This design comes from an exercise in tuning for small area on the open sky130 flow, not from production work. Function was checked by simulation only, so behaviour that the tests miss may differ from the original. Power and IR drop assume default switching activity.

## old
==> flow/design.v <==
module scct_counter (
    input             clk,
    input             rst,
    input      [31:0] wd,         
    input             wen_ctr,
    input             wen_psc,
    input             wen_ie,
    input             wen_is,
    output reg [31:0] ctr,
    output reg        chg,        
    output reg [31:0] psc,
    output reg        ie,
    output reg        is
);
   reg [31:0] pd;
   reg        ovf;
   reg        pnz;         
   wire [31:0] dec = pd - 32'd1;
   wire        tick = ~pnz;
   wire [31:0] pd_next = dec & (psc | {32{~tick}});
   wire [32:0] inc = {1'b0, ctr} + {32'd0, tick};
   wire w_ctr = ~rst & wen_ctr;
   wire h_ctr = ~rst & ~wen_ctr;
   wire w_psc = ~rst & wen_psc;
   wire h_psc = ~rst & ~wen_psc;
   wire w_ie  = ~rst & wen_ie;
   wire h_ie  = ~rst & ~wen_ie;
   always @(posedge clk) begin
      ctr <= ({32{w_ctr}} & wd) | ({32{h_ctr}} & inc[31:0]);
      psc <= ({32{w_psc}} & wd) | ({32{h_psc}} & psc);
      ie  <= (w_ie & wd[0]) | (h_ie & ie);
   end
   always @(posedge clk or posedge rst)
     if (rst) begin
        chg <= 0; is <= 0; pd <= 0; ovf <= 0; pnz <= 0;
     end else begin
        pd  <= pd_next;
        pnz <= |pd_next;
        chg <= tick;
        ovf <= inc[32] & ~wen_ctr;
        if (ovf) is <= ie;
        else if (wen_is & wd[0]) is <= 1'b0;
     end
endmodule
module scct_channel (
    input             clk,
    input             rst,
    input      [31:0] ctr,
    input             chg,
    input      [31:0] wd,
    input             wd_k,       
    input      [1:0]  wd_act,     
    input             wen_ms,
    input             wen_act,
    input             wen_ie,
    input             wen_is,
    input             wen_ocf,
    input             wen_cc,
    input             pin_i,
    output reg        sel,
    output reg [1:0]  act,
    output reg        ie,
    output reg        is,
    output reg        out,
    output     [31:0] cc
);
   reg pend, last;
   reg [31:0] ccn;
   assign cc = ~ccn;
   wire match = sel & chg & (cc == ctr);
   wire cap   = ~sel & ((act[0] & ~last & pin_i) | (act[1] & last & ~pin_i));
   wire frc   = sel & wen_ocf & wd_k;
   wire isclr = wen_is & wd_k;
   wire ev    = match | cap;
   wire s_cap  = ~rst & cap;
   wire s_wr   = ~rst & ~cap & wen_cc;
   wire s_hold = ~rst & ~cap & ~wen_cc;
   always @(posedge clk) begin
      ccn  <= ~(({32{s_cap}} & ctr) | ({32{s_wr}} & wd) | ({32{s_hold}} & cc));
      sel  <= ~rst & (wen_ms ? wd_k : sel);
      act  <= {2{~rst}} & (wen_act ? wd_act : act);
      ie   <= ~rst & (wen_ie ? wd_k : ie);
      pend <= ~rst & ((ev & ~(wen_ms & (wd_k ^ sel))) | (pend & ~wen_ms & ~isclr));
   end
   always @(posedge clk or posedge rst)
     if (rst) begin
        is <= 0; out <= 0; last <= 0;
     end else begin
        is <= ~isclr & ie & pend;
        if (match | frc)
          case (act)
            2'd1: out <= 1'b1;
            2'd2: out <= 1'b0;
            2'd3: out <= ~out;
            default: ;
          endcase
        last <= pin_i;
     end
endmodule
module scct (
    input             clk,
    input             rst,
    input      [4:0]  address,
    input             read,
    output reg [31:0] readdata,
    input      [31:0] writedata,
    input             write,
    output            irq,
    input      [7:0]  pins_i,
    output     [7:0]  pins_o
);
   reg        wv;
   reg [4:0]  wa;
   reg [31:0] wd;
   always @(posedge clk) begin
      wa <= address;
      wd <= writedata;
   end
   always @(posedge clk or posedge rst)
     if (rst) wv <= 1'b0;
     else wv <= write;
   wire wen_lo  = wv & (wa[4:2] == 3'b000);
   wire wen_ch  = wv & (wa[4:3] == 2'b01);
   wire wen_ccr = wv & wa[4] & ~wa[3];
   wire wen_ctr = wen_lo & (wa[1:0] == 2'd0);
   wire wen_psc = wen_lo & (wa[1:0] == 2'd1);
   wire wen_cie = wen_lo & (wa[1:0] == 2'd2);
   wire wen_cis = wen_lo & (wa[1:0] == 2'd3);
   wire wen_ms  = wen_ch & (wa[2:0] == 3'd0);
   wire wen_act = wen_ch & (wa[2:0] == 3'd1);
   wire wen_ie  = wen_ch & (wa[2:0] == 3'd2);
   wire wen_is  = wen_ch & (wa[2:0] == 3'd3);
   wire wen_ocf = wen_ch & (wa[2:0] == 3'd4);
   wire [31:0] ctr, psc;
   wire        chg, cie, cis;
   scct_counter u_ctr (
      .clk(clk), .rst(rst), .wd(wd),
      .wen_ctr(wen_ctr), .wen_psc(wen_psc), .wen_ie(wen_cie), .wen_is(wen_cis),
      .ctr(ctr), .chg(chg), .psc(psc), .ie(cie), .is(cis));
   wire [7:0]  sel, ie, is;
   wire [15:0] act;
   wire [31:0] cc [0:7];
   genvar k;
   generate
      for (k = 0; k < 8; k = k + 1) begin : ch
         scct_channel u_ch (
            .clk(clk), .rst(rst), .ctr(ctr), .chg(chg),
            .wd(wd), .wd_k(wd[k]), .wd_act(wd[2*k+1:2*k]),
            .wen_ms(wen_ms), .wen_act(wen_act), .wen_ie(wen_ie), .wen_is(wen_is),
            .wen_ocf(wen_ocf), .wen_cc(wen_ccr & (wa[2:0] == k)),
            .pin_i(pins_i[k]),
            .sel(sel[k]), .act(act[2*k+1:2*k]), .ie(ie[k]), .is(is[k]),
            .out(pins_o[k]), .cc(cc[k]));
      end
   endgenerate
   assign irq = cis | (|is);
   wire hit_ccr = address[4] & ~address[3];
   wire hit_lo  = (address[4:2] == 3'b000);
   wire hit_ch  = (address[4:3] == 2'b01);
   wire r_ctr = hit_lo & (address[1:0] == 2'd0);
   wire r_psc = hit_lo & (address[1:0] == 2'd1);
   wire r_cie = hit_lo & (address[1:0] == 2'd2);
   wire r_cis = hit_lo & (address[1:0] == 2'd3);
   wire r_ms  = hit_ch & (address[2:0] == 3'd0);
   wire r_act = hit_ch & (address[2:0] == 3'd1);
   wire r_ie  = hit_ch & (address[2:0] == 3'd2);
   wire r_is  = hit_ch & (address[2:0] == 3'd3);
   wire r_inp = hit_ch & (address[2:0] == 3'd5);
   wire r_out = hit_ch & (address[2:0] == 3'd6);
   wire hit   = hit_lo | hit_ccr | (hit_ch & (address[2:0] != 3'd7));
   reg [31:0] rbus;
   integer j;
   always @* begin
      rbus = ({32{r_ctr}} & ctr) | ({32{r_psc}} & psc)
           | {31'd0, r_cie & cie} | {31'd0, r_cis & cis}
           | {24'd0, {8{r_ms}} & sel} | {16'd0, {16{r_act}} & act}
           | {24'd0, {8{r_ie}} & ie} | {24'd0, {8{r_is}} & is}
           | {24'd0, {8{r_inp}} & pins_i} | {24'd0, {8{r_out}} & pins_o};
      for (j = 0; j < 8; j = j + 1)
        rbus = rbus | ({32{hit_ccr & (address[2:0] == j)}} & cc[j]);
   end
   always @(posedge clk or posedge rst)
     if (rst) readdata <= 32'd0;
     else if (read & hit) readdata <= rbus;
endmodule
Settings: LEC_CHECK=0, CAP_MARGIN=20, CORE_MARGIN=2, CORE_UTILIZATION=45, PLACE_DENSITY=0.6, SLEW_MARGIN=20; clock period 8.0 ns.
standard.sh (not shown) runs the stock make flow with config.mk's settings and CLKGATE_MAP_FILE= SYNTH_SCRIPT=/design/flow/synth_recipe.tcl, a recipe that flattens the netlist after the stock synthesis.
==> flow/flow/run.sh <==
#!/bin/bash
# The standard synthesis, then its combinational logic re-mapped by ABC with
# an area-oriented script (every register stays as synthesis made it), then
# the standard layout from that netlist, with the smallest buffer on the
# ports, small repair buffers and a clock tree without dummy loads.
set -euo pipefail
R=orfs/results/$FLOW_PLATFORM/scct/base
LIB=$FLOW_HOME/platforms/$FLOW_PLATFORM/lib/sky130_fd_sc_hd__tt_025C_1v80.lib
bash standard.sh synth > standard_synth.log 2>&1
cp $R/1_2_yosys.v $R/1_2_yosys_std.v
bash flow/remap.sh $R/1_2_yosys_std.v $R/1_2_yosys.v "$LIB" flow/area.abc \
  "$FLOW_HOME/platforms/$FLOW_PLATFORM/config.mk" remap
rm -f $R/1_synth.odb $R/1_synth.sdc
export BUFFER_PORTS_ARGS="-buffer_cell sky130_fd_sc_hd__buf_1"
# clock tree: clkbuf_8 leaf buffers on clusters of up to 15 sinks, no dummy loads
export CTS_ARGS="-sink_clustering_enable -repair_clock_nets -dont_use_dummy_load -buf_list sky130_fd_sc_hd__clkbuf_8 -sink_clustering_size 15 -sink_clustering_max_diameter 50"
# repair buffers no larger than buf_2
DU="$(sed -n '/DONT_USE_CELLS/,/^$/p' $FLOW_HOME/platforms/$FLOW_PLATFORM/config.mk | tr -d '\\' | tr ' ' '\n' | grep sky130 | tr '\n' ' ')"
DU="$DU sky130_fd_sc_hd__buf_4 sky130_fd_sc_hd__buf_6 sky130_fd_sc_hd__buf_8 sky130_fd_sc_hd__buf_12 sky130_fd_sc_hd__buf_16 sky130_fd_sc_hd__bufbuf_8 sky130_fd_sc_hd__bufbuf_16"
bash standard.sh ${TARGET:-finish} "DONT_USE_CELLS=$DU" > standard_layout.log 2>&1
Other scripts of this flow, unchanged in this note and not shown: flow/flow/area.abc, flow/flow/remap.sh
Relative to old, the following input files were edited for new:
--- a/flow/design.v
+++ b/flow/design.v
@@ -108,16 +108,17 @@
     output            irq,
     input      [7:0]  pins_i,
     output     [7:0]  pins_o
 );
    reg        wv;
    reg [4:0]  wa;
-   reg [31:0] wd;
+   reg [31:0] wdn;            
+   wire [31:0] wd = ~wdn;
    always @(posedge clk) begin
       wa <= address;
-      wd <= writedata;
+      wdn <= ~writedata;
    end
    always @(posedge clk or posedge rst)
      if (rst) wv <= 1'b0;
      else wv <= write;
    wire wen_lo  = wv & (wa[4:2] == 3'b000);
    wire wen_ch  = wv & (wa[4:3] == 2'b01);
Findings:
- old → new: layout overhead on the synthesized area now smaller, final area lower.
- new packs its core more loosely than old.
- [compare] base=old new=new: pin slew with the least headroom to its limit fell by 0.015 ns, number of DRC markers after the initial detailed-route iteration rose by 1.7%.
- new vs old: cell-internal power up slightly
- old has a higher post-place instance area than new.
- new vs old, most frequent standard cell in the layout excluding fill and tap cells: sky130_fd_sc_hd__dfxtp_1 vs sky130_fd_sc_hd__nor2_1

separate check: timing with driven ports:
How much do the figures lean on ideal ports? The routed layouts below were timed once more, with nothing changed but the port constraints. Step 1 sets driving cells, clkbuf_16 on the clock port and buf_2 on the other inputs (assumed; they add their load-dependent delay and slew). Step 2 adds t to the input delays and takes it off the output delays; t is the mean of the earliest and latest rising clock arrival at the registers after step 1. Input paths then give back, and output paths get back, about the clock's delay inside the block. Slacks: ideal ports / drivers / drivers and shift; pairs: ideal ports / drivers.
run | shift t [ns] | setup WS [ns] | hold slack, ns | slew at the worst register clock pin (ns)
old | 0.730 | 1.810 / 1.810 / 1.810 | 0.461 / 0.461 / 0.461 | 0.10 / 0.10
new | 0.748 | 1.395 / 1.395 / 1.395 | 0.441 / 0.441 / 0.441 | 0.11 / 0.11
After both steps every run listed still meets setup and hold.
